This design comes from an exercise in tuning for small area, a short achievable clock period and few clock cycles per item on the open sky130 flow, not from production work.
No activity file was given, so power comes from the tool's default toggle rates.

## v6
==> flow/design.v <==
module axi4_lite_slave #(
    parameter ADDRESS     = 32,
    parameter DATA_WIDTH  = 32,
    parameter REG_COUNT   = 32
) (
    input  wire                        ACLK,
    input  wire                        ARESETN,
    input  wire [ADDRESS-1:0]          S_ARADDR,
    input  wire                        S_ARVALID,
    output wire                        S_ARREADY,
    output reg  [DATA_WIDTH-1:0]       S_RDATA,
    output reg  [1:0]                  S_RRESP,
    output reg                         S_RVALID,
    input  wire                        S_RREADY,
    input  wire [ADDRESS-1:0]          S_AWADDR,
    input  wire                        S_AWVALID,
    output wire                        S_AWREADY,
    input  wire [DATA_WIDTH-1:0]       S_WDATA,
    input  wire [(DATA_WIDTH/8)-1:0]   S_WSTRB,
    input  wire                        S_WVALID,
    output wire                        S_WREADY,
    output reg  [1:0]                  S_BRESP,
    output reg                         S_BVALID,
    input  wire                        S_BREADY
);
    localparam [1:0] RESP_OKAY   = 2'b00;
    localparam [1:0] RESP_SLVERR = 2'b10;
    reg [31:0] regs [0:31];
    reg [31:0] written;
    reg        aw_v, aws_v;
    reg [3:0]  aw_lo;            
    reg [7:0]  aw_hi;            
    reg        aw_al;
    reg [4:0]  aws_idx;
    reg        aws_al;
    reg [31:0] aw_arm;           
    reg        b1_v, b1_err;
    reg        awready_r, wready_r;
    assign S_AWREADY = awready_r;
    assign S_WREADY  = wready_r;
    wire aw_hs = S_AWVALID && awready_r;
    wire w_hs  = S_WVALID && wready_r;
    wire b_pop = S_BVALID && S_BREADY;
    wire w_ok  = aw_al && (S_WSTRB != 4'b0000);
    wire aw_v_n  = aws_v || aw_hs || (aw_v && !w_hs);
    wire aws_v_n = !w_hs && (aws_v || (aw_hs && aw_v));
    wire b1_v_n  = S_BVALID && !b_pop && (b1_v || w_hs);
    always @(posedge ACLK or negedge ARESETN) begin
        if (!ARESETN) begin
            aw_v      <= 1'b0;
            aws_v     <= 1'b0;
            awready_r <= 1'b0;
            wready_r  <= 1'b0;
            b1_v      <= 1'b0;
            b1_err    <= 1'b0;
            S_BVALID  <= 1'b0;
            S_BRESP   <= RESP_OKAY;
        end else begin
            aw_v      <= aw_v_n;
            aws_v     <= aws_v_n;
            awready_r <= !aws_v_n;
            wready_r  <= aw_v_n && !b1_v_n;
            b1_v      <= b1_v_n;
            if (w_hs)
                b1_err <= !w_ok;
            if (!S_BVALID || b_pop) begin
                if (b1_v) begin
                    S_BVALID <= 1'b1;
                    S_BRESP  <= b1_err ? RESP_SLVERR : RESP_OKAY;
                end else begin
                    S_BVALID <= w_hs;
                    S_BRESP  <= w_ok ? RESP_OKAY : RESP_SLVERR;
                end
            end
        end
    end
    wire [4:0] aw_src_idx = aws_v ? aws_idx : S_AWADDR[6:2];
    wire       aw_src_al  = aws_v ? aws_al  : (S_AWADDR[1:0] == 2'b00);
    wire       aw_ld = w_hs || !aw_v;
    reg  [3:0] aw_lo_n;
    reg  [7:0] aw_hi_n;
    integer j;
    always @* begin
        for (j = 0; j < 4; j = j + 1)
            aw_lo_n[j] = aw_ld ? (aw_src_idx[1:0] == j) : aw_lo[j];
        for (j = 0; j < 8; j = j + 1)
            aw_hi_n[j] = aw_ld ? (aw_src_al && (aw_src_idx[4:2] == j)) : aw_hi[j];
    end
    always @(posedge ACLK) begin
        aw_lo <= aw_lo_n;
        aw_hi <= aw_hi_n;
        if (aw_ld)
            aw_al <= aw_src_al;
        for (j = 0; j < 32; j = j + 1)
            aw_arm[j] <= aw_v_n && !b1_v_n && aw_lo_n[j % 4] && aw_hi_n[j / 4];
        if (awready_r) begin
            aws_idx <= S_AWADDR[6:2];
            aws_al  <= (S_AWADDR[1:0] == 2'b00);
        end
    end
    integer r, b;
    always @(posedge ACLK or negedge ARESETN) begin
        if (!ARESETN) begin
            written <= 32'd0;
        end else begin
            for (r = 0; r < 32; r = r + 1)
                if (S_WVALID && aw_arm[r])
                    written[r] <= 1'b1;
        end
    end
    always @(posedge ACLK) begin
        for (r = 0; r < 32; r = r + 1)
            for (b = 0; b < 4; b = b + 1)
                if (S_WVALID && aw_arm[r] && (S_WSTRB[b] || !written[r]))
                    regs[r][b*8 +: 8] <= S_WSTRB[b] ? S_WDATA[b*8 +: 8] : 8'd0;
    end
    reg        ar_v, ars_v, arready_r;
    reg [31:0] ar_sel;
    reg [4:0]  ar_idx;
    reg        ar_al;
    reg [4:0]  ars_idx;
    reg        ars_al;
    assign S_ARREADY = arready_r;
    wire ar_hs    = S_ARVALID && arready_r;
    wire r_commit = ar_v && (!S_RVALID || S_RREADY);
    wire ars_v_n  = !r_commit && (ars_v || (ar_hs && ar_v));
    always @(posedge ACLK or negedge ARESETN) begin
        if (!ARESETN) begin
            ar_v      <= 1'b0;
            ars_v     <= 1'b0;
            arready_r <= 1'b0;
            S_RVALID  <= 1'b0;
        end else begin
            ar_v      <= ars_v || ar_hs || (ar_v && !r_commit);
            ars_v     <= ars_v_n;
            arready_r <= !ars_v_n;
            S_RVALID  <= r_commit || (S_RVALID && !S_RREADY);
        end
    end
    wire [4:0] src_idx = ars_v ? ars_idx : S_ARADDR[6:2];
    wire       src_al  = ars_v ? ars_al  : (S_ARADDR[1:0] == 2'b00);
    wire       ar_ld    = r_commit || !ar_v;
    wire [4:0] ar_idx_n = ar_ld ? src_idx : ar_idx;
    wire       ar_al_n  = ar_ld ? src_al  : ar_al;
    integer k;
    always @(posedge ACLK) begin
        ar_idx <= ar_idx_n;
        ar_al  <= ar_al_n;
        for (k = 0; k < 32; k = k + 1)
            ar_sel[k] <= ar_al_n && written[k] && (ar_idx_n == k);
        if (arready_r) begin
            ars_idx <= S_ARADDR[6:2];
            ars_al  <= (S_ARADDR[1:0] == 2'b00);
        end
    end
    reg [31:0] rd_or;
    integer q;
    always @* begin
        rd_or = 32'd0;
        for (q = 0; q < 32; q = q + 1)
            rd_or = rd_or | (regs[q] & {32{ar_sel[q]}});
    end
    always @(posedge ACLK) begin
        if (r_commit) begin
            S_RDATA <= rd_or;
            S_RRESP <= ar_al ? RESP_OKAY : RESP_SLVERR;
        end
    end
endmodule
export LEC_CHECK = 0
export CAP_MARGIN = 20
export CORE_MARGIN = 2
export CORE_UTILIZATION = 40
export CTS_CLUSTER_DIAMETER = 80
export CTS_CLUSTER_SIZE = 25
export SETUP_SLACK_MARGIN = 2.8
export SLEW_MARGIN = 20
create_clock -name core_clock -period 5.0 [get_ports {ACLK}]
standard.sh (not shown) runs the stock make flow with config.mk's settings and CLKGATE_MAP_FILE= SYNTH_SCRIPT=/design/flow/synth_recipe.tcl, a recipe that flattens the netlist after the stock synthesis.
==> flow/flow/run.sh <==
#!/bin/bash
set -euo pipefail
bash standard.sh "BUFFER_PORTS_ARGS=-buffer_cell sky130_fd_sc_hd__buf_2" finish > standard.log 2>&1
v6: full flow OK, the timing, design-rule and antenna checks passed
What v7 does differently from v6 at the input level:
==> flow/run.sh (new file) <==
#!/bin/bash
# synth_recipe.tcl (not shown) runs the flow's synth.tcl, then flattens the netlist and writes it again
# the make line also repeats each setting of config.mk as NAME=value (left out here)
make -C /OpenROAD-flow-scripts/flow DESIGN_CONFIG=/design/flow/config.mk WORK_HOME=/design/flow/orfs CLKGATE_MAP_FILE= SYNTH_SCRIPT=/design/flow/synth_recipe.tcl finish
removed: flow/flow/run.sh
removed: flow/standard.sh
==> comparison <==
- ~same synthesized cell count in v6 and v7
- Taking v6 over v7, the met3 wire length ratio works out to 1.10.
- Re number of well taps: no difference whatsoever between v7 and v6.
- There was hardly any difference in mean cell area of the mapped netlist between v6 and v7.
- Changes observed in v7 relative to v6: post-route fraction of the period consumed by the critical path ~0 delta; total number of vias +about 0.46%.
- ~same met3 track demand over resource in v6 and v7
- Relative to v6, the proportion of power drawn by the clock network of v7 is higher by 0.2 points.
- Diff v7..v6 | minimum clock period after layout | negligible
- NOTE wire length v6->v7 increased slightly
- v7 vs v6: met2 usage up in v7
No run of this note included a check of the RTL's function; only the layout flow was run.

==> static timing again, ports no longer ideal <==
How much do the figures lean on ideal ports? The routed layouts below were timed once more, with nothing changed but the port constraints. Step 1: set_driving_cell puts a clkbuf_16 on ACLK and a buf_2 on each other input, an assumption about the parent block. Step 2 also shifts input and output timing later by t, the mid clock arrival at the registers, as if the neighbouring blocks saw the same clock. Three values: no drivers, after step 1, after step 2; two values: the first two.
| run | t, ns | slack for setup (ns) | worst slew at a driven data input, ns |
|---|---|---|---|
| v6 | 0.732 | 2.692 / 2.623 / 2.125 | 0.05 |
| v7 | 0.730 | 2.690 / 2.625 / 2.089 | 0.06 |
After both steps every run listed still meets setup and hold. The setup slack of v7, which loses most, moves by -0.065 ns with the drivers and by -0.601 ns with both steps.
